Background: an optimization exercise with open tools, aiming at small area and a short achievable clock period. Do not read the settings as production practice.
Only the layout flow was run in this run; the RTL was not checked for function there.
No activity file was given, so power comes from the tool's default toggle rates.

==> flow/design.v <==
module scarf_regmap_pat_gen
  ( input  logic        clk,
    input  logic        rst_n_sync,
    input  logic  [7:0] data_in,
    input  logic        data_in_valid,
    input  logic        data_in_finished,
    input  logic  [6:0] slave_id,
    input  logic        rnw,
    output logic  [7:0] read_data_sel,    
    output logic [12:0] end_address_pat_gen,
    output logic        enable_pat_gen,
    output logic        repeat_enable_pat_gen,
    output logic  [1:0] num_gpio_sel_pat_gen,
    output logic  [2:0] timestep_sel_pat_gen,
    output logic  [3:0] stage1_count_sel_pat_gen,
    output logic  [2:0] timestep_sel_next,       
    output logic  [3:0] stage1_count_sel_next
    );
    parameter SLAVE_ID = 7'h01;
    logic [7:0] registers[3:0];
    logic [7:0] registers_next[3:0];
    logic [7:0] registers_d[3:0];
    logic [3:0] address;      
    logic       first_byte;
    logic       byte_valid;
    assign byte_valid = (slave_id == SLAVE_ID) && data_in_valid;
    always_ff @(posedge clk, negedge rst_n_sync)
      if (~rst_n_sync)           first_byte <= 1'b1;
      else if (data_in_finished) first_byte <= 1'b1;
      else if (byte_valid)       first_byte <= 1'b0;
    always_ff @(posedge clk, negedge rst_n_sync)
      if (~rst_n_sync)           address <= 4'b0000;
      else if (data_in_finished) address <= 4'b0000;
      else if (byte_valid) begin
        if (first_byte) address <= (data_in[3:2] == 2'b00) ? (4'b0001 << data_in[1:0]) : 4'b0000;
        else            address <= {address[2:0], 1'b0};
      end
    always_comb begin
      read_data_sel = {7'd0, first_byte};
      for (int k = 0; k < 4; k++)
        read_data_sel = read_data_sel | ({8{address[k]}} & registers[k]);
    end
    always_comb
      for (int k = 0; k < 4; k++)
        registers_next[k] = (byte_valid && !rnw && address[k]) ? data_in : registers[k];
    logic [3:0] reg_load;
    logic [7:0] reg_data;
    assign reg_data = rst_n_sync ? data_in : 8'h00;
    always_comb
      for (int k = 0; k < 4; k++) begin
        reg_load[k]    = !rst_n_sync || (byte_valid && !rnw && address[k]);
        registers_d[k] = reg_load[k] ? reg_data : registers[k];
      end
    always_ff @(posedge clk) begin
      registers[0] <= registers_d[0];
      registers[1] <= registers_d[1];
      registers[2] <= registers_d[2];
      registers[3] <= registers_d[3];
    end
    always_comb begin
      end_address_pat_gen      = {registers[2][4:0], registers[3]};
      enable_pat_gen           = registers[0][0];
      repeat_enable_pat_gen    = registers[0][1];
      stage1_count_sel_pat_gen = registers[0][7:4];
      num_gpio_sel_pat_gen     = registers[1][1:0];
      timestep_sel_pat_gen     = registers[1][5:3];
      stage1_count_sel_next    = registers_d[0][7:4];
      timestep_sel_next        = registers_d[1][5:3];
    end
endmodule
module pattern_gen(
    input  logic        clk,
    input  logic        rst_n,
    input  logic        enable_pat_gen,
    input  logic [12:0] end_address_pat_gen,
    input  logic  [1:0] num_gpio_sel_pat_gen,  
    input  logic  [2:0] timestep_sel_pat_gen,
    input  logic  [3:0] stage1_count_sel_pat_gen,
    input  logic        repeat_enable_pat_gen,
    input  logic  [2:0] timestep_sel_next,         
    input  logic  [3:0] stage1_count_sel_next,
    output logic        pattern_active,
    output logic        pattern_idle,            
    output logic        pattern_done,
    output logic  [7:0] gpio_pat_gen_out,
    input  logic  [7:0] bram_read_data,
    output logic [12:0] bram_addr
    );
    logic        off;
    logic        reached_final_address;
    logic        reached_final_bit_count;
    logic        enable_pat_gen_delay;
    logic [12:0] current_address;
    logic  [2:0] bit_count;
    logic [25:0] timestep_counter;
    logic [25:0] final_timestep_count;
    logic        reached_final_timestep_count;
    logic        timestep_change;
    logic        timestep_change_delay;
    logic  [7:0] gpio_mask;
    logic  [7:0] gpio_pat_gen_comb;
    logic        enable_bit_counter;
    logic        pattern_active_hold;
    logic        reached_final_stage1_count;
    logic  [3:0] stage1_counter;
    logic        step;
    logic        ts_count;
    logic        ca_count;
    logic [25:0] timestep_carries;
    carries26_tree u_timestep_carries (.x(timestep_counter), .en(ts_count), .c(timestep_carries));
    logic [12:0] address_carries;
    carries13_tree u_address_carries (.x(current_address), .c(address_carries));
    assign off = !enable_pat_gen && !repeat_enable_pat_gen;
    logic [12:0] address_match;
    logic  [3:0] address_match4;
    assign address_match = ~(current_address ^ end_address_pat_gen);
    for (genvar j = 0; j < 3; j++) begin : g_addr_and
      rm_and4 u_and (.a(address_match[4*j]), .b(address_match[4*j+1]), .c(address_match[4*j+2]),
                     .d(address_match[4*j+3]), .y(address_match4[j]));
    end
    assign address_match4[3] = address_match[12];
    rm_and4 u_addr_eq (.a(address_match4[0]), .b(address_match4[1]), .c(address_match4[2]),
                       .d(address_match4[3]), .y(reached_final_address));
    always_comb
      case (num_gpio_sel_pat_gen)
        2'b00: reached_final_bit_count = (bit_count == 3'd7);
        2'b01: reached_final_bit_count = (bit_count == 3'd6);
        2'b10: reached_final_bit_count = (bit_count == 3'd4);
        2'b11: reached_final_bit_count = (bit_count == 3'd0);
      endcase
    always_ff @(posedge clk)
      enable_pat_gen_delay <= enable_pat_gen;
    logic pattern_active_next;
    always_comb
      if (off)                                                 pattern_active_next = 1'b0;
      else if (repeat_enable_pat_gen || !enable_pat_gen_delay) pattern_active_next = 1'b1;
      else if (reached_final_address && reached_final_bit_count && step && enable_bit_counter)
                                                               pattern_active_next = 1'b0;
      else                                                     pattern_active_next = pattern_active;
    always_ff @(posedge clk, negedge rst_n)
      if (~rst_n) pattern_active <= 1'b0;
      else        pattern_active <= pattern_active_next;
    always_ff @(posedge clk, negedge rst_n)
      if (~rst_n) pattern_idle <= 1'b1;
      else        pattern_idle <= !pattern_active_next;
    always_ff @(posedge clk)
      pattern_active_hold <= pattern_active;
    always_ff @(posedge clk, negedge rst_n)
      if (~rst_n)                                      pattern_done <= 1'b0;
      else if (off)                                    pattern_done <= 1'b0;
      else if (!pattern_active && pattern_active_hold) pattern_done <= 1'b1;
    assign step = reached_final_timestep_count;
    assign ca_count = reached_final_bit_count && step && !reached_final_address;
    always_ff @(posedge clk)
      if (off || !enable_bit_counter ||
          (reached_final_bit_count && step && reached_final_address && repeat_enable_pat_gen))
        current_address <= '0;
      else
        current_address <= current_address ^ ({13{ca_count}} & address_carries);
    assign bram_addr = current_address;
    always_ff @(posedge clk)
      if (off || !pattern_active) enable_bit_counter <= 1'b0;
      else if (step)              enable_bit_counter <= 1'b1;
    always_ff @(posedge clk)
      if (off || !enable_bit_counter)                                     bit_count <= '0;
      else if (step) begin
        if (!reached_final_bit_count) begin
          case (num_gpio_sel_pat_gen)
            2'b00: bit_count <= bit_count + 3'd1;
            2'b01: bit_count <= bit_count + 3'd2;
            2'b10: bit_count <= bit_count + 3'd4;
            2'b11: ;
          endcase
        end else if (!reached_final_address || repeat_enable_pat_gen)     bit_count <= '0;
      end
    function automatic [3:0] final_stage1(input [3:0] sel, input [2:0] ts);
      if (sel >= 4'd2)      final_stage1 = sel - 4'd1;
      else if (ts == 3'd0)  final_stage1 = 4'd1;  
      else                  final_stage1 = 4'd0;
    endfunction
    logic [3:0] stage1_counter_next;
    always_comb
      if (off || !pattern_active || reached_final_stage1_count) stage1_counter_next = '0;
      else                                                      stage1_counter_next = stage1_counter + 1'b1;
    always_ff @(posedge clk)
      stage1_counter <= stage1_counter_next;
    always_ff @(posedge clk, negedge rst_n)
      if (~rst_n) reached_final_stage1_count <= 1'b0;
      else        reached_final_stage1_count <= (stage1_counter_next ==
                                                 final_stage1(stage1_count_sel_next, timestep_sel_next));
    always_comb
      case(timestep_sel_pat_gen)
        3'd0:    final_timestep_count = 'd0;
        3'd1:    final_timestep_count = 'd10       - 1;
        3'd2:    final_timestep_count = 'd100      - 1;
        3'd3:    final_timestep_count = 'd1000     - 1;  
        3'd4:    final_timestep_count = 'd10000    - 1;
        3'd5:    final_timestep_count = 'd100000   - 1;
        3'd6:    final_timestep_count = 'd1000000  - 1;  
        3'd7:    final_timestep_count = 'd10000000 - 1;  
      endcase
    logic [25:0] timestep_match;
    logic  [6:0] timestep_match4;
    logic  [1:0] timestep_match16;
    assign timestep_match = ~(timestep_counter ^ final_timestep_count);
    for (genvar j = 0; j < 6; j++) begin : g_ts_and
      rm_and4 u_and (.a(timestep_match[4*j]), .b(timestep_match[4*j+1]), .c(timestep_match[4*j+2]),
                     .d(timestep_match[4*j+3]), .y(timestep_match4[j]));
    end
    rm_and2 u_ts_and6 (.a(timestep_match[24]), .b(timestep_match[25]), .y(timestep_match4[6]));
    rm_and4 u_ts_and16a (.a(timestep_match4[0]), .b(timestep_match4[1]), .c(timestep_match4[2]),
                         .d(timestep_match4[3]), .y(timestep_match16[0]));
    rm_and4 u_ts_and16b (.a(timestep_match4[4]), .b(timestep_match4[5]), .c(timestep_match4[6]),
                         .d(reached_final_stage1_count), .y(timestep_match16[1]));
    rm_and2 u_ts_step (.a(timestep_match16[0]), .b(timestep_match16[1]), .y(reached_final_timestep_count));
    assign ts_count = (timestep_sel_pat_gen != 3'd0) && reached_final_stage1_count;
    always_ff @(posedge clk)
      if (off || !pattern_active || step) timestep_counter <= '0;
      else                                timestep_counter <= timestep_counter ^ timestep_carries;
    always_ff @(posedge clk)
      timestep_change <= step;
    always_ff @(posedge clk)
      timestep_change_delay <= timestep_change && pattern_active;
    always_comb
      case(num_gpio_sel_pat_gen)
        2'b00: gpio_mask = 8'b0000_0001;
        2'b01: gpio_mask = 8'b0000_0011;
        2'b10: gpio_mask = 8'b0000_1111;
        2'b11: gpio_mask = 8'b1111_1111;
      endcase
    logic [7:0] read_data_shifted;
    assign read_data_shifted = bram_read_data << bit_count;
    always_comb begin
      gpio_pat_gen_comb[7] = bram_read_data[bit_count];
      for (int k = 1; k < 8; k++)
        gpio_pat_gen_comb[7-k] = read_data_shifted[k];
    end
    always_ff @(posedge clk, negedge rst_n)
      if (~rst_n)                     gpio_pat_gen_out <= 8'b0000_0000;
      else if (off)                   gpio_pat_gen_out <= 8'b0000_0000;
      else if (timestep_change_delay) gpio_pat_gen_out <= gpio_pat_gen_comb & gpio_mask;
endmodule
module scarf_bram
  ( input  logic        clk,
    input  logic        rst_n_sync,
    input  logic  [7:0] data_in,
    input  logic        data_in_valid,
    input  logic        data_in_finished,
    input  logic  [6:0] slave_id,
    input  logic        rnw,
    output logic  [7:0] read_data_out,
    input  logic  [7:0] scarf_bram_read_data,
    output logic  [7:0] scarf_bram_write_data,
    output logic [12:0] scarf_bram_addr,
    output logic        scarf_bram_wen,
    output logic        scarf_bram_ren
    );
    parameter SLAVE_ID = 7'h02;
    logic [1:0] byte_count;
    logic       valid_slave;
    logic       byte_valid;
    logic       addr_max;
    logic       addr_inc;
    function automatic [12:0] carries13(input [12:0] x);
      carries13[0] = 1'b1;
      for (int i = 1; i < 13; i++) carries13[i] = carries13[i-1] & x[i-1];
    endfunction
    assign valid_slave = (slave_id == SLAVE_ID);
    assign byte_valid  = valid_slave && data_in_valid;
    assign addr_max    = &scarf_bram_addr;
    always_ff @(posedge clk)
      if (~rst_n_sync)                             byte_count <= 2'd0;
      else if (data_in_finished)                   byte_count <= 2'd0;
      else if (byte_valid && (byte_count != 2'd3)) byte_count <= byte_count + 1'd1;
    assign addr_inc = byte_valid && byte_count[1] && !addr_max && (rnw || byte_count[0]);
    always_ff @(posedge clk)
      if (~rst_n_sync)                                 scarf_bram_addr       <= 13'd0;
      else if (byte_valid && (byte_count == 2'd0))     scarf_bram_addr[12:8] <= data_in[4:0];
      else if (byte_valid && (byte_count == 2'd1))     scarf_bram_addr[7:0]  <= data_in;
      else if (addr_inc)                               scarf_bram_addr       <= scarf_bram_addr ^ ({13{addr_inc}} & carries13(scarf_bram_addr));
      else if (byte_count == 2'd0)                     scarf_bram_addr       <= 13'd0;
    always_ff @(posedge clk)
      scarf_bram_write_data <= data_in;
    always_ff @(posedge clk, negedge rst_n_sync)
      if (~rst_n_sync) scarf_bram_wen <= 1'b0;
      else             scarf_bram_wen <= data_in_valid && byte_count[1] && !rnw;
    always_ff @(posedge clk, negedge rst_n_sync)
      if (~rst_n_sync)                                         scarf_bram_ren <= 1'b0;
      else if (data_in_valid && (byte_count == 2'd1) && rnw)   scarf_bram_ren <= 1'b1;
      else if (byte_count == 2'd0)                             scarf_bram_ren <= 1'b0;
    always_ff @(posedge clk, negedge rst_n_sync)
      if (~rst_n_sync)              read_data_out <= 8'd0;
      else if (!valid_slave)        read_data_out <= 8'd0;
      else if (byte_count == 2'd0)  read_data_out <= {1'b0, SLAVE_ID};
      else if (scarf_bram_ren)      read_data_out <= scarf_bram_read_data;
endmodule
module scarf_pat_gen_top
( input  logic        clk,
  input  logic        rst_n_sync,
  input  logic  [7:0] data_in,
  input  logic        data_in_valid,
  input  logic        data_in_finished,
  input  logic  [6:0] slave_id,
  input  logic        rnw,
  output logic  [7:0] read_data_out,
  output logic  [7:0] gpio_pat_gen_out,
  output logic        pattern_done,
  output logic [12:0] bram_addr,
  output logic        bram_wen,
  output logic        bram_ren,
  output logic  [7:0] bram_write_data,
  input  logic  [7:0] bram_read_data
 );
  logic  [7:0] read_data_out_bram;
  logic  [7:0] read_data_sel_pat_gen;
  logic        scarf_bram_wen;
  logic        scarf_bram_ren;
  logic [12:0] scarf_bram_addr;
  logic [12:0] pat_gen_bram_addr;
  logic [12:0] end_address_pat_gen;
  logic        enable_pat_gen;
  logic        repeat_enable_pat_gen;
  logic  [1:0] num_gpio_sel_pat_gen;
  logic  [2:0] timestep_sel_pat_gen;
  logic  [3:0] stage1_count_sel_pat_gen;
  logic        pattern_active;
  logic        pattern_idle;
  logic  [2:0] timestep_sel_next;
  logic  [3:0] stage1_count_sel_next;
  scarf_read_mux u_read_mux
  ( .slave_id,
    .rnw,
    .read_data_bram (read_data_out_bram),
    .read_data_sel  (read_data_sel_pat_gen),
    .read_data_out
   );
  scarf_regmap_pat_gen
  # ( .SLAVE_ID( 7'h01 ) )
  u_scarf_regmap_pattern_gen
  ( .clk                  (clk),
    .rst_n_sync           (rst_n_sync),
    .data_in              (data_in),
    .data_in_valid        (data_in_valid),
    .data_in_finished     (data_in_finished),
    .slave_id,
    .rnw,
    .read_data_sel        (read_data_sel_pat_gen),
    .end_address_pat_gen,
    .enable_pat_gen,
    .repeat_enable_pat_gen,
    .num_gpio_sel_pat_gen,
    .timestep_sel_pat_gen,
    .stage1_count_sel_pat_gen,
    .timestep_sel_next,
    .stage1_count_sel_next
   );
  pattern_gen u_pattern_gen
  ( .clk                    (clk),
    .rst_n                  (rst_n_sync),
    .enable_pat_gen,
    .end_address_pat_gen,
    .num_gpio_sel_pat_gen,
    .timestep_sel_pat_gen,
    .stage1_count_sel_pat_gen,
    .repeat_enable_pat_gen,
    .timestep_sel_next,
    .stage1_count_sel_next,
    .pattern_active,
    .pattern_idle,
    .pattern_done,
    .gpio_pat_gen_out,
    .bram_read_data,
    .bram_addr              (pat_gen_bram_addr)
   );
  scarf_bram
  # ( .SLAVE_ID(7'h02) )
  u_scarf_bram
  ( .clk                   (clk),
    .rst_n_sync            (rst_n_sync),
    .data_in               (data_in),
    .data_in_valid         (data_in_valid),
    .data_in_finished      (data_in_finished),
    .slave_id,
    .rnw,
    .read_data_out         (read_data_out_bram),
    .scarf_bram_read_data  (bram_read_data),
    .scarf_bram_write_data (bram_write_data),
    .scarf_bram_addr,
    .scarf_bram_wen,
    .scarf_bram_ren
   );
  assign bram_addr = (pattern_idle) ? scarf_bram_addr : pat_gen_bram_addr;
  assign bram_ren  = !pattern_idle | scarf_bram_ren;
  assign bram_wen  = pattern_idle & scarf_bram_wen;
endmodule
module scarf_read_mux
( input  logic [6:0] slave_id,
  input  logic       rnw,
  input  logic [7:0] read_data_bram,
  input  logic [7:0] read_data_sel,
  output logic [7:0] read_data_out
 );
  logic [3:0] id65_zero, id43_zero, id21_zero, id0_read_n;
  logic [3:0] sel_n;
  logic [7:0] bram_n, sel_data_n;
  for (genvar j = 0; j < 4; j++) begin : g_sel
    rm_nor2   u_id65 (.a(slave_id[6]), .b(slave_id[5]), .y(id65_zero[j]));
    rm_nor2   u_id43 (.a(slave_id[4]), .b(slave_id[3]), .y(id43_zero[j]));
    rm_nor2   u_id21 (.a(slave_id[2]), .b(slave_id[1]), .y(id21_zero[j]));
    rm_nand2  u_id0  (.a(slave_id[0]), .b(rnw),         .y(id0_read_n[j]));
    rm_nand4b u_sel  (.a_n(id0_read_n[j]), .b(id65_zero[j]), .c(id43_zero[j]), .d(id21_zero[j]), .y(sel_n[j]));
  end
  assign bram_n     = ~read_data_bram;
  assign sel_data_n = ~read_data_sel;
  for (genvar i = 0; i < 8; i++) begin : g_bit
    rm_o21ai u_out (.a1(sel_n[i/2]), .a2(sel_data_n[i]), .b1(bram_n[i]), .y(read_data_out[i]));
  end
endmodule
module rm_nor2 (input logic a, b, output logic y);
  assign y = ~(a | b);
endmodule
module rm_nand2 (input logic a, b, output logic y);
  assign y = ~(a & b);
endmodule
module rm_nand4b (input logic a_n, b, c, d, output logic y);
  assign y = ~(~a_n & b & c & d);
endmodule
module rm_o21ai (input logic a1, a2, b1, output logic y);
  assign y = ~((a1 | a2) & b1);
endmodule
module rm_and2 (input logic a, b, output logic y);
  assign y = a & b;
endmodule
module rm_and4 (input logic a, b, c, d, output logic y);
  assign y = a & b & c & d;
endmodule
module rm_and3 (input logic a, b, c, output logic y);
  assign y = a & b & c;
endmodule
module carries13_tree
( input  logic [12:0] x,
  output logic [12:0] c
 );
  logic g0, g1, g2, h10;
  assign c[0] = 1'b1;
  assign c[1] = x[0];
  rm_and2 u_c2  (.a(x[0]), .b(x[1]), .y(c[2]));
  rm_and3 u_c3  (.a(x[0]), .b(x[1]), .c(x[2]), .y(c[3]));
  rm_and4 u_g0  (.a(x[0]), .b(x[1]), .c(x[2]), .d(x[3]), .y(g0));
  assign c[4] = g0;
  rm_and2 u_c5  (.a(g0), .b(x[4]), .y(c[5]));
  rm_and3 u_c6  (.a(g0), .b(x[4]), .c(x[5]), .y(c[6]));
  rm_and4 u_c7  (.a(g0), .b(x[4]), .c(x[5]), .d(x[6]), .y(c[7]));
  rm_and4 u_g1  (.a(x[4]), .b(x[5]), .c(x[6]), .d(x[7]), .y(g1));
  rm_and2 u_c8  (.a(g0), .b(g1), .y(c[8]));
  rm_and3 u_c9  (.a(g0), .b(g1), .c(x[8]), .y(c[9]));
  rm_and4 u_c10 (.a(g0), .b(g1), .c(x[8]), .d(x[9]), .y(c[10]));
  rm_and3 u_h10 (.a(x[8]), .b(x[9]), .c(x[10]), .y(h10));
  rm_and3 u_c11 (.a(g0), .b(g1), .c(h10), .y(c[11]));
  rm_and4 u_g2  (.a(x[8]), .b(x[9]), .c(x[10]), .d(x[11]), .y(g2));
  rm_and3 u_c12 (.a(g0), .b(g1), .c(g2), .y(c[12]));
endmodule
module carries26_tree
( input  logic [25:0] x,
  input  logic        en,
  output logic [25:0] c
 );
  logic [5:0] g;    
  logic [6:0] p;    
  for (genvar j = 0; j < 6; j++) begin : g_group
    rm_and4 u_g (.a(x[4*j]), .b(x[4*j+1]), .c(x[4*j+2]), .d(x[4*j+3]), .y(g[j]));
  end
  assign p[0] = en;
  rm_and2 u_p1 (.a(en),   .b(g[0]), .y(p[1]));
  rm_and3 u_p2 (.a(en),   .b(g[0]), .c(g[1]), .y(p[2]));
  rm_and4 u_p3 (.a(en),   .b(g[0]), .c(g[1]), .d(g[2]), .y(p[3]));
  rm_and2 u_p4 (.a(p[3]), .b(g[3]), .y(p[4]));
  rm_and3 u_p5 (.a(p[3]), .b(g[3]), .c(g[4]), .y(p[5]));
  rm_and4 u_p6 (.a(p[3]), .b(g[3]), .c(g[4]), .d(g[5]), .y(p[6]));
  for (genvar j = 0; j < 6; j++) begin : g_carry
    assign c[4*j] = p[j];
    rm_and2 u_c1 (.a(p[j]), .b(x[4*j]), .y(c[4*j+1]));
    rm_and3 u_c2 (.a(p[j]), .b(x[4*j]), .c(x[4*j+1]), .y(c[4*j+2]));
    rm_and4 u_c3 (.a(p[j]), .b(x[4*j]), .c(x[4*j+1]), .d(x[4*j+2]), .y(c[4*j+3]));
  end
  assign c[24] = p[6];
  rm_and2 u_c25 (.a(p[6]), .b(x[24]), .y(c[25]));
endmodule
==> flow/flow/run.sh <==
#!/bin/bash
# Own flow: the standard layout (standard.sh, the same ORFS steps and
# settings) with two changes:
#  - the ports' buffers are buf_2 cells instead of the resizer's default pick
#    (repair_timing still resizes them where timing needs it);
#  - if flow/abc.script exists, the synthesis's technology mapping (ABC) runs
#    that script in place of ORFS's speed script. The synthesis passes before
#    it, the flip-flop mapping, register names, flatten and renaming are
#    synth_recipe.tcl's, unchanged.
# Each tool's output goes to the ORFS logs under orfs/logs; make's own output
# goes to flow.log here.
set -euo pipefail
W=$PWD
SYNTH=$W/synth_recipe.tcl
if [[ -f flow/abc.script ]]; then
  cp flow/abc.script $W/my_abc.script
  {
    head -1 synth_recipe.tcl
    cat <<EOT
proc abc {args} {
  set i [lsearch -exact \$args -script]
  if {\$i >= 0} { set args [lreplace \$args [expr {\$i+1}] [expr {\$i+1}] $W/my_abc.script] }
  yosys abc {*}\$args
}
EOT
    tail -n +2 synth_recipe.tcl
  } > my_synth.tcl
  SYNTH=$W/my_synth.tcl
fi
EXTRA=""
[[ -f flow/make_args.txt ]] && EXTRA=$(cat flow/make_args.txt)
sed -e "s#SYNTH_SCRIPT=[^ ]*#SYNTH_SCRIPT=$SYNTH $EXTRA#" standard.sh > my_standard.sh
bash my_standard.sh > flow.log 2>&1
==> flow/flow/abc.script <==
strash
&get -n
&fraig -x
&put
scorr
dc2
dretime
strash
&get -n
&dch -f
&nf
&put
==> flow/flow/make_args.txt <==
'BUFFER_PORTS_ARGS=-buffer_cell sky130_fd_sc_hd__buf_1' 'DONT_USE_CELLS=sky130_fd_sc_hd__probe_p_8 sky130_fd_sc_hd__probec_p_8 sky130_fd_sc_hd__lpflow_bleeder_1 sky130_fd_sc_hd__lpflow_clkbufkapwr_1 sky130_fd_sc_hd__lpflow_clkbufkapwr_16 sky130_fd_sc_hd__lpflow_clkbufkapwr_2 sky130_fd_sc_hd__lpflow_clkbufkapwr_4 sky130_fd_sc_hd__lpflow_clkbufkapwr_8 sky130_fd_sc_hd__lpflow_clkinvkapwr_1 sky130_fd_sc_hd__lpflow_clkinvkapwr_16 sky130_fd_sc_hd__lpflow_clkinvkapwr_2 sky130_fd_sc_hd__lpflow_clkinvkapwr_4 sky130_fd_sc_hd__lpflow_clkinvkapwr_8 sky130_fd_sc_hd__lpflow_decapkapwr_12 sky130_fd_sc_hd__lpflow_decapkapwr_3 sky130_fd_sc_hd__lpflow_decapkapwr_4 sky130_fd_sc_hd__lpflow_decapkapwr_6 sky130_fd_sc_hd__lpflow_decapkapwr_8 sky130_fd_sc_hd__lpflow_inputiso0n_1 sky130_fd_sc_hd__lpflow_inputiso0p_1 sky130_fd_sc_hd__lpflow_inputiso1n_1 sky130_fd_sc_hd__lpflow_inputiso1p_1 sky130_fd_sc_hd__lpflow_inputisolatch_1 sky130_fd_sc_hd__lpflow_isobufsrc_1 sky130_fd_sc_hd__lpflow_isobufsrc_16 sky130_fd_sc_hd__lpflow_isobufsrc_2 sky130_fd_sc_hd__lpflow_isobufsrc_4 sky130_fd_sc_hd__lpflow_isobufsrc_8 sky130_fd_sc_hd__lpflow_isobufsrckapwr_16 sky130_fd_sc_hd__lpflow_lsbuf_lh_hl_isowell_tap_1 sky130_fd_sc_hd__lpflow_lsbuf_lh_hl_isowell_tap_2 sky130_fd_sc_hd__lpflow_lsbuf_lh_hl_isowell_tap_4 sky130_fd_sc_hd__lpflow_lsbuf_lh_isowell_4 sky130_fd_sc_hd__lpflow_lsbuf_lh_isowell_tap_1 sky130_fd_sc_hd__lpflow_lsbuf_lh_isowell_tap_2 sky130_fd_sc_hd__lpflow_lsbuf_lh_isowell_tap_4  sky130_fd_sc_hd__a2111o_1 sky130_fd_sc_hd__a2111o_2 sky130_fd_sc_hd__a2111o_4 sky130_fd_sc_hd__a2111oi_0 sky130_fd_sc_hd__a2111oi_1 sky130_fd_sc_hd__a2111oi_2 sky130_fd_sc_hd__a2111oi_4 sky130_fd_sc_hd__nor4_1 sky130_fd_sc_hd__nor4_2 sky130_fd_sc_hd__nor4_4 sky130_fd_sc_hd__nor4b_1 sky130_fd_sc_hd__nor4b_2 sky130_fd_sc_hd__nor4b_4 sky130_fd_sc_hd__nor4bb_1 sky130_fd_sc_hd__nor4bb_2 sky130_fd_sc_hd__nor4bb_4 sky130_fd_sc_hd__o2111a_1 sky130_fd_sc_hd__o2111a_2 sky130_fd_sc_hd__o2111a_4 sky130_fd_sc_hd__o2111ai_1 sky130_fd_sc_hd__o2111ai_2 sky130_fd_sc_hd__o2111ai_4 sky130_fd_sc_hd__or4_1 sky130_fd_sc_hd__or4_2 sky130_fd_sc_hd__or4_4 sky130_fd_sc_hd__or4b_1 sky130_fd_sc_hd__or4b_2 sky130_fd_sc_hd__or4b_4 sky130_fd_sc_hd__or4bb_1 sky130_fd_sc_hd__or4bb_2 sky130_fd_sc_hd__or4bb_4 ' 'CTS_ARGS=-sink_clustering_enable -repair_clock_nets -dont_use_dummy_load -root_buf sky130_fd_sc_hd__clkbuf_8 -buf_list sky130_fd_sc_hd__clkbuf_8' 'SYNTH_INSBUF=0'
==> flow/standard.sh <==
#!/bin/bash
# synth_recipe.tcl (not shown) runs the flow's synth.tcl, then flattens the netlist and writes it again
# the make line also repeats each setting of config.mk as NAME=value (left out here)
make -C /OpenROAD-flow-scripts/flow DESIGN_CONFIG=/design/flow/config.mk WORK_HOME=/design/flow/orfs CLKGATE_MAP_FILE= SYNTH_SCRIPT=/design/flow/synth_recipe.tcl "${@:-finish}"
==> flow/config.mk <==
export PLATFORM = sky130hd
export DESIGN_NAME = scarf_pat_gen_top
export DESIGN_NICKNAME = scarf_pat_gen_top
export VERILOG_FILES = /design/flow/design.v
export SDC_FILE = /design/flow/constraint.sdc
export NUM_CORES = 4
export LEC_CHECK = 0
export CAP_MARGIN = 20
export CORE_MARGIN = 2
export CORE_UTILIZATION = 60
export CTS_BUF_LIST = sky130_fd_sc_hd__clkbuf_8
export SETUP_SLACK_MARGIN = 3.0
export SLEW_MARGIN = 20
export SYNTH_HIERARCHICAL = 1
export SYNTH_MINIMUM_KEEP_SIZE = 0
export TNS_END_PERCENT = 20
==> flow/constraint.sdc <==
create_clock -name core_clock -period 6.0 [get_ports {clk}]
set_input_delay 1.2000 -clock core_clock [delete_from_list [all_inputs] [get_ports {clk}]]
set_output_delay 1.2000 -clock core_clock [all_outputs]
set_load 0.01 [all_outputs]
==> notes.md <==
[what timing repair did]
| action | CTS | global route |
|---|---|---|
| gates cloned | 0 | 1 |
| gates resized for setup | 44 | 20 |
| hold buffers | 0 | 0 |
| endpoints found under the setup margin | 24 | 71 |
| pin swaps | 6 | 6 |
| buffers inserted | 4 | 1 |
[critical path, delay by kind of cell]
family                 cells  cell delay, ns
and+or+nand+nor            2            0.33
buffers and inverters      2            0.27
AOI/OAI and AO/OA          1            0.19
[path summary, 6_finish.rpt]
path,from,end,slack (ns),cells after the start
hold / removal,u_pattern_gen.pattern_active,u_pattern_gen.pattern_active_hold,0.41,0
setup / recovery,slave_id[1],read_data_out[5],2.81,5
max in group asynchronous,rst_n_sync,u_scarf_bram.read_data_out[5],4.68,2
min in group asynchronous,rst_n_sync,u_pattern_gen.pattern_active,0.70,1
hold reg to reg,u_pattern_gen.pattern_active,u_pattern_gen.pattern_active_hold,0.41,0
setup reg to reg,u_scarf_regmap_pattern_gen.registers[1][3],u_pattern_gen.timestep_counter[19],3.19,8
[modules after synthesis (local to each module, per instance), excerpt]
module | flops+latches | cell area, um^2 | cells
carries13_tree | 0 | 3.754 | 1
pattern_gen | 63 | 3232 | 355
rm_and3 | 0 | 6.256 | 1
rm_nand2 | 0 | 3.754 | 1
rm_nand4b | 0 | 8.758 | 1
rm_nor2 | 0 | 3.754 | 1
rm_o21ai | 0 | 5.005 | 1
scarf_pat_gen_top | 0 | 158.9 | 15
[final cells by class]
type	count	area [um^2]
repair buffers	74	389.1
multi-input cells	573	3861
flip-flops and latches	133	3053
clock buffers	17	234.0
inverters	46	175.2
well taps	143	178.9
fillers	938	3478
[state kept, by name, indices dropped and copies added (netlist names), 2 cells and up]
signal,flops
u_scarf_regmap_pattern_gen.registers,32
u_pattern_gen.timestep_counter,26
u_pattern_gen.current_address,13
u_scarf_bram.scarf_bram_addr,13
u_pattern_gen.gpio_pat_gen_out,8
u_scarf_bram.read_data_out,8
u_scarf_bram.scarf_bram_write_data,8
u_pattern_gen.stage1_counter,4
u_scarf_regmap_pattern_gen.address,4
u_pattern_gen.bit_count,3
u_scarf_bram.byte_count,2
[logic make-up after synthesis]
family	Yosys count	synth area share, %
mux	18	2.820
compound gates	163	15.61
other cells	1	0.05384
flops	133	43.79
simple gates	301	23.15
buf+inv	46	2.479
xor+xnor	69	8.676
fa+ha+maj	19	3.413
[where the power goes]
part / internal, W / switching [W] / total, W
Combinational: 0.000102 / 0.000162 / 0.000264
Sequential: 0.000969 / 0.0000518 / 0.00102
Clock: 0.000249 / 0.000294 / 0.000543
[routing by layer]
| metal | global-route usage (%) | vias to the layer above | share of wire (%) | routed length (um) |
|---|---|---|---|---|
| met1 | 38.64 | 2868 | 44 | 7798 |
| met3 | 5.498 | 37 | 7.2 | 1268 |
| li1 | - | 2907 | - | - |
| met4 | 10.53 | 0 | 2.3 | 400 |
| met2 | 45.70 | 246 | 46 | 8123 |
| met5 | 0 | - | 0 | 0 |
[per-stage QoR]
stage	worst slack (ns)	util [%]
finish	2.807	69.41
global route	2.799	69.41
CTS	2.864	68.63
detailed placement	2.245	65.41
global placement	2.347	65.41
floorplan	2.657	-
[Yosys cell counts, types with 5 or more instances]
cell type	n	share of area (%)
nand2_1	70	3.8
edfxtp_1	25	11
dfxtp_1	81	23
nand3_1	6	0.43
mux2i_1	5	0.72
dfrtp_1	25	9.0
a222oi_1	8	1.1
o21ai_0	43	3.1
and2_0	25	2.2
nand4b_1	6	0.75
and4_1	37	4.7
a32o_1	6	0.86
clkinv_1	46	2.5
a22o_1	11	1.4
a21oi_1	36	2.6
ha_1	19	3.4
nor3_1	21	1.5
nand2b_1	10	0.90
mux2_1	13	2.1
nor2_1	75	4.0
and3_1	32	2.9
xor2_1	20	2.5
a31oi_1	14	1.3
xnor2_1	49	6.2
==> run_results.csv <==
group,metric,value,unit
cts,cts_tree,"built",
routing,wl_per_cell,17.84,um
cts,cts.clk_slew.worst_paths,0.08,ns
power,p_leak,2.936,nW
die,die_h,111.7,um
cts,cts_sinks,133,
die,io_pins,68,
placed_design,port_buffers,67,
sta,clock.fmax,313.2,MHz
grt,grtUsageTotal,28.50,%
routing,routed_wirelength,17.59,mm
die,start_util,61.26,%
worst_setup_path,cp.arrival,1.99,ns
sta,rsz0062_at_grt,"true",
cts,cts_root_buffer,"clkbuf_8",
finish,drive_gt1_share,7.236,%
finish,area_growth,13.29,%
routing,drc,0,
routing,firstDrtPassIters,7,
synth,syn_inst,750,
hold_path,min_path_type,"reg -> reg",
worst_setup_path,max_stage_delay,0.19,ns
outcome,status,"finished clean",
cts,clock_latency,0.45,ns
grt,antenna_found_initial,0,
synth,synth_seq_cells,133,
worst_setup_path,critPathMaxFanout,6,
sta,tns,0,ns
worst_setup_path,crit_path_end_kind,"output port",
placed_design,place_congestion,0.9368,
synth,syn-cell-area,6965,um^2
sta,slew_violations,0,
cts,cts_buffers,17,
sta,setup_viol_count_final,0,
cts,clk_path_buf_depth,2,
sta,min_period,3.193,ns
die,die_x,111.7,um
routing,first_iter_violations,569,
finish,final_cell_area,7891,um^2
placed_design,place_area,7437,um^2
synth,ys_seq_area_share,43.79,%
power,power.total,0.001828,W
die,core.rowCount,39,
finish,final_common_cell,"dfxtp_1",
grt,grt_max_degree,36,
synth,ys_types,57,
grt,grt_pass1_vias,5764,
sta,tightestPinTransition,0.8839,ns
routing,vias_per_cell,6.144,
worst_setup_path,worstPathRequired,4.80,ns
sta,max_slew_margin,40.62,%
job,cap_viol_max_count,0,
sta,fin_skew,0.02397,ns
routing,vias,6058,
placed_design,dp.cells,963,
sta,finalCritPeriodShare,53.21,%
cts,htree_levels,4,
die,core-area,11370,um^2
synth,async_reset_ff_share,20.30,%
synth,yosysWarnings,12,
power,cellPowerDensity,231.6,nW/um^2
worst_setup_path,worst_setup_path_start_kind,"primary input",
finish,layout_common_cells,"80 x dfxtp_1, 72 x nor2_1, 69 x nand2_1, 53 x buf_1, 49 x xnor2_1",
power,peakVddDrop,0.0002436,V
sta,finalHoldViolations,0,
grt,overflow,0,
grt,grt_pass1_wl,28.57,mm
die,die_area,12490,um^2
worst_setup_path,worstPathCellList,"buf_6 > nor2_1 > nand4b_1 > o21ai_1 > buf_2",
finish,finalNonFillerCells,986,
worst_setup_path,cp_slowest_cell,"o21ai_1",
finish,diodes,0,
synth,synth_edf_count,25,
sta,whs,0.4132,ns
routing,ant_nets,0,
finish,nets,892,
placed_design,hpwlAfterDp,12.34,mm
synth,synth_top_flop_cell,"dfxtp_1",
worst_setup_path,timing_worst_setup_path_type,"in -> out",
synth,avgSynthCellArea,9.287,um^2

separate check: timing with driven ports:
The results above use ideal ports. As a check the final layout listed here was re-extracted and re-timed, cells and wires unchanged. Step 1 sets driving cells, clkbuf_16 on the clock port and buf_2 on the other inputs (assumed; they add their load-dependent delay and slew). Step 2 moves the port delays by t, midway between the first and last clock arrival at a register: inputs arrive t later, outputs are due t later. That takes back most of the time a late clock gives input paths. a / b / c = ideal ports / drivers / drivers and shift; a / b = the first two.
t (ns): 0.470
setup slack, ns: 2.807 / 2.772 / 2.395
cell pins on the clock port's net: 1
After both steps setup and hold are still met in this run. For this run, drivers alone change the setup slack by -0.035 ns; drivers and shift together by -0.412 ns.
